What follows belongs to an exercise in optimizing a design on an open flow for small area; a production flow would make more cautious choices. At most, simulation tests tie the RTL to the original design; equivalence was not proved. No activity file was given, so power comes from the tool's default toggle rates.

Setup of JK:
==> module top, before the edit <==
module top(
  input  wire       mclk,
  input  wire       rst,
  input  wire [3:0] switch_in,
  output wire [6:0] SEG1,  
  output wire [6:0] SEG2,  
  output wire [6:0] SEG3,  
  output wire [6:0] SEG4,  
  output wire [6:0] SEG5,  
  output wire [6:0] SEG6,  
  output wire [7:0] LED
);
localparam [18:0] POL1 = 19'h2aaaa;
localparam [17:0] POL2 = 18'h2aaaa;
reg [18:0] r1;
reg        h1;
reg [17:0] r2;
reg        h2;
wire [18:0] x1 = r1 ^ POL1;
wire [17:0] x2 = r2 ^ POL2;
wire t1 = (r1 == (19'h32971 ^ POL1));
wire t2 = (r2 == (18'h01d62 ^ POL2));
wire tick1 = t1 & ~h1;
wire tick2 = t2 & ~h2;
wire [18:0] n1 = (rst | t1) ? 19'd0 : {x1[17:0], ~(x1[18] ^ x1[5])};
wire [17:0] n2 = (rst | t2) ? 18'd0 : {x2[16:0], ~(x2[17] ^ x2[6])};
always @(posedge mclk) begin
  r1 <= n1 ^ POL1;
  r2 <= n2 ^ POL2;
  if (rst | t1) h1 <= ~rst & ~h1;
  if (rst | t2) h2 <= ~rst & ~h2;
end
reg [3:0] s1n, s2, s3n, B;
wire [3:0] rise = s2 & s3n;
wire [3:0] fall = ~s3n & ~s2;
wire [3:0] rsel = {rise[3] & ~|rise[2:0], rise[2] & ~|rise[1:0], rise[1] & ~rise[0], rise[0]};
wire [3:0] fsel = {fall[3] & ~|fall[2:0], fall[2] & ~|fall[1:0], fall[1] & ~fall[0], fall[0]} & {4{~|rise}};
wire [3:0] press = rsel & ~B;
always @(posedge mclk) begin
  if (rst) begin
    s1n <= 4'hf; s2 <= 4'd0; s3n <= 4'hf; B <= 4'd0;
  end else begin
    s1n <= ~switch_in; s2 <= ~s1n; s3n <= ~s2;
    B <= (B | rsel) & ~fsel;
  end
end
function [2:0] cinc;
  input [2:0] c;
  cinc = {(c[2] & ~c[1]) | (c[1] & c[0]), (c[0] & ~c[1]) | (c[1] & ~c[0] & ~c[2]), ~c[0] & ~(c[2] & c[1])};
endfunction
reg m1, m2;           
reg [2:0] ct, ca;     
reg E;
always @(posedge mclk) begin
  if (rst | press[0]) begin m1 <= ~rst & ~m1 & ~m2; m2 <= ~rst & m1; end
  if (rst | (press[1] & m1)) ct <= cinc(ct) & {3{~rst}};
  if (rst | (press[1] & m2)) ca <= cinc(ca) & {3{~rst}};
  if (rst | press[3]) E <= ~rst & ~E;
end
reg [18:0] P, T, A;
wire        m0 = ~m1 & ~m2;
wire [18:0] V = ({19{m1}} & T) | ({19{m2}} & A) | ({19{m0}} & P);
wire [2:0]  cur = ({3{m1}} & ct) | ({3{m2}} & ca);    
wire        sen = m0 ? tick1 : press[2];
wire [5:0]  sel = {6{sen}} & {cur == 3'd5, cur == 3'd4, cur == 3'd3, cur == 3'd2, cur == 3'd1, cur == 3'd0};
wire [3:0] vs = V[3:0];
wire [2:0] vs10 = V[6:4];
wire [3:0] vm = V[10:7];
wire [2:0] vm10 = V[13:11];
wire [3:0] vh = V[17:14];
wire       vh10 = V[18];
wire e0 = sel[0];
wire e1 = (e0 & vs[3] & vs[0]) | sel[1];
wire e2 = (e1 & vs10[2] & vs10[0]) | sel[2];
wire e3 = (e2 & vm[3] & vm[0]) | sel[3];
wire e4 = (e3 & vm10[2] & vm10[0]) | sel[4];
wire h9 = vh[3] & vh[0];
wire h11 = vh10 & ~vh[3] & ~vh[2] & ~vh[1] & vh[0];
wire [18:0] tog = {
  (e4 & (h9 | h11)) | sel[5],
  e4 & vh[0] & (vh[3] | (vh[2] & vh[1])), e4 & vh[1] & vh[0], e4 & vh[0] & ~vh[3] & ~h11, e4,
  e3 & vm10[0] & (vm10[1] | vm10[2]), e3 & vm10[0] & ~vm10[2], e3,
  e2 & vm[0] & (vm[3] | (vm[2] & vm[1])), e2 & vm[1] & vm[0], e2 & vm[0] & ~vm[3], e2,
  e1 & vs10[0] & (vs10[1] | vs10[2]), e1 & vs10[0] & ~vs10[2], e1,
  e0 & vs[0] & (vs[3] | (vs[2] & vs[1])), e0 & vs[1] & vs[0], e0 & vs[0] & ~vs[3], e0};
wire [18:0] W = (V ^ tog) & {19{~rst}};    
always @(posedge mclk) begin
  P <= ({19{rst | m0}} & W) | ({19{~rst & m1 & tick1}} & V) | ({19{~rst & ~m0 & ~(m1 & tick1)}} & P);
  if (rst | m1) T <= W;
  if (rst | m2) A <= W;
end
wire s_ge = (P[3] & ~A[3]) | (~(P[3] ^ A[3]) & ((P[2] & ~A[2]) | (~(P[2] ^ A[2]) &
            ((P[1] & ~A[1]) | (~(P[1] ^ A[1]) & (P[0] | ~A[0]))))));
wire ring = E & (P[18:7] == A[18:7]) & (s_ge ? (P[6:4] == A[6:4]) : (P[6:4] == {A[6] ^ (A[5] & A[4]), A[5] ^ A[4], ~A[4]}));
reg K;
always @(posedge mclk) begin
  if (rst | tick2) K <= ~rst & ring & ~K;
end
assign LED = {m1, m2, E, {5{K}}};
wire        blk = ~h2 & (m1 | m2);
function [6:0] dec4;
  input [3:0] d;
  begin
  dec4[0] = (~d[0]&~d[2]) | (d[0]&~d[1]&d[2]) | (d[1]&~d[3]) | (~d[1]&d[3]);
  dec4[1] = (~d[0]&~d[1]) | (~d[2]) | (d[0]&d[1]&~d[3]);
  dec4[2] = (~d[1]) | (d[0]&~d[2]) | (d[2]&~d[3]);
  dec4[3] = ~((~d[0]&~d[1]&d[2]) | (d[0]&d[1]&d[2]) | (d[0]&~d[1]&~d[2]&~d[3]));
  dec4[4] = ~((d[0]) | (~d[1]&d[2]));
  dec4[5] = ~((d[0]&d[1]) | (d[1]&~d[2]) | (d[0]&~d[2]&~d[3]));
  dec4[6] = ~((d[0]&d[1]&d[2]) | (~d[1]&~d[2]&~d[3]));
  end
endfunction
function [6:0] dec3;
  input [2:0] d;
  begin
  dec3[0] = ~((~d[0]&d[2]) | (d[0]&~d[1]&~d[2]));
  dec3[1] = (~d[0]&~d[1]) | (~d[2]);
  dec3[2] = (d[0]) | (~d[1]);
  dec3[3] = ~((~d[0]&d[2]) | (d[0]&~d[1]&~d[2]));
  dec3[4] = (~d[0]&~d[2]);
  dec3[5] = ~((d[1]) | (d[0]&~d[2]));
  dec3[6] = (d[1]&~d[2]) | (~d[1]&d[2]);
  end
endfunction
wire [5:0] bd = {6{blk}} & {cur == 3'd5, cur == 3'd4, cur == 3'd3, cur == 3'd2, cur == 3'd1, cur == 3'd0};
assign SEG6 = dec4(V[3:0] | {4{bd[0]}});
assign SEG5 = dec3({V[6] | bd[1], V[5] | bd[1], V[4] & ~bd[1]});
assign SEG4 = dec4(V[10:7] | {4{bd[2]}});
assign SEG3 = dec3({V[13] | bd[3], V[12] | bd[3], V[11] & ~bd[3]});
assign SEG2 = dec4(V[17:14] | {4{bd[4]}});
assign SEG1 = {1'b0, {3{~V[18] & ~bd[5]}}, {2{~bd[5]}}, ~V[18] & ~bd[5]};
endmodule
clock: 10.0 ns
lec_check: 0
abc_area: 0
cap_margin: 20
core_margin: 2
core_utilization: 40
slew_margin: 20
standard.sh (not shown) runs the stock make flow with config.mk's settings and CLKGATE_MAP_FILE= SYNTH_SCRIPT=/design/flow/synth_recipe.tcl, a recipe that flattens the netlist after the stock synthesis.
==> flow/flow/run.sh <==
#!/bin/bash
# The standard layout (standard.sh), with two changes made through the
# variables ORFS reads:
#  - each port gets the smallest buffer cell (buf_1) as its port buffer;
#  - clock tree synthesis uses clkbuf_4 (clkbuf_8 at the root) and inserts no
#    dummy loads.
# All of make's output goes to standard.log in this folder.
export BUFFER_PORTS_ARGS="-buffer_cell sky130_fd_sc_hd__buf_1"
export CTS_ARGS="-sink_clustering_enable -repair_clock_nets -dont_use_dummy_load -buf_list {sky130_fd_sc_hd__clkbuf_4} -root_buf sky130_fd_sc_hd__clkbuf_8"
bash standard.sh > standard.log 2>&1
The following lists how MS was set up differently from JK:
--- a/flow/design.v
+++ b/flow/design.v
@@ -83,11 +83,12 @@
   e2 & vm[0] & (vm[3] | (vm[2] & vm[1])), e2 & vm[1] & vm[0], e2 & vm[0] & ~vm[3], e2,
   e1 & vs10[0] & (vs10[1] | vs10[2]), e1 & vs10[0] & ~vs10[2], e1,
   e0 & vs[0] & (vs[3] | (vs[2] & vs[1])), e0 & vs[1] & vs[0], e0 & vs[0] & ~vs[3], e0};
 wire [18:0] W = (V ^ tog) & {19{~rst}};    
 always @(posedge mclk) begin
-  P <= ({19{rst | m0}} & W) | ({19{~rst & m1 & tick1}} & V) | ({19{~rst & ~m0 & ~(m1 & tick1)}} & P);
+  if (rst | (~m1 & ~m2)) P <= W;
+  else if (tick1 & m1)   P <= V;
   if (rst | m1) T <= W;
   if (rst | m2) A <= W;
 end
 wire s_ge = (P[3] & ~A[3]) | (~(P[3] ^ A[3]) & ((P[2] & ~A[2]) | (~(P[2] ^ A[2]) &
             ((P[1] & ~A[1]) | (~(P[1] ^ A[1]) & (P[0] | ~A[0]))))));
Notes after the runs:
- On wire length: between MS and JK, it ends up higher for JK.
- Between MS and JK, the maximum frequency is lower for JK.
- Summary of MS over JK: share of power burned in combinational logic picked up an extra 2.8 points, sum of routed wire segments on met1 shrank by 2.8%, footprint of the multi-input gates fell by 5.6%, summed area of non-filler cells in the final layout saw an increase.
- Delta (MS minus JK): number of cells in the finished layout apart from fillers fell by 3.2%; number of multi-input combinational cells in the layout fell by 29; combinational power increased by 21% relative to the old numbers; global router's overall resource usage fell 1.2 points; non-clock buffer count barely changed.
- MS -> JK: clock buffer count in the final layout delta 0, exact match
- Worst slack at placement: MS > JK
- Taking JK as the reference point, the depth of the most critical reg-to-reg path of MS rises by 4.
- MS has completed all stages; timing, DRC and antenna checks passed.
- Library cell contributing the largest single delay on the critical path: sky130_fd_sc_hd__a21oi_1 -> JK, sky130_fd_sc_hd__nor2_4 -> MS
The RTL of JK was laid out without a check of its function.

## afterwards: timing with drivers on the ports
The flow's constraints put no driver on any port. The routed layouts listed below were extracted and timed again, unchanged, in two steps.
Step 1 sets driving cells, clkbuf_16 on the clock port and buf_2 on the other inputs (assumed; they add their load-dependent delay and slew).
Step 2 moves the port delays by t, midway between the first and last clock arrival at a register: inputs arrive t later, outputs are due t later. That takes back most of the time a late clock gives input paths.
Slacks: no drivers / after step 1 / after step 2; pairs: no drivers / after step 1.
run	t, ns	slack for setup (ns)	worst setup path at the end	worst slew at a driven data input, ns
JK	0.444	4.635 / 4.597 / 5.041	register to output	0.03
MS	0.417	4.928 / 4.894 / 5.311	register to output	0.03
After both steps setup and hold are still met in every run listed.
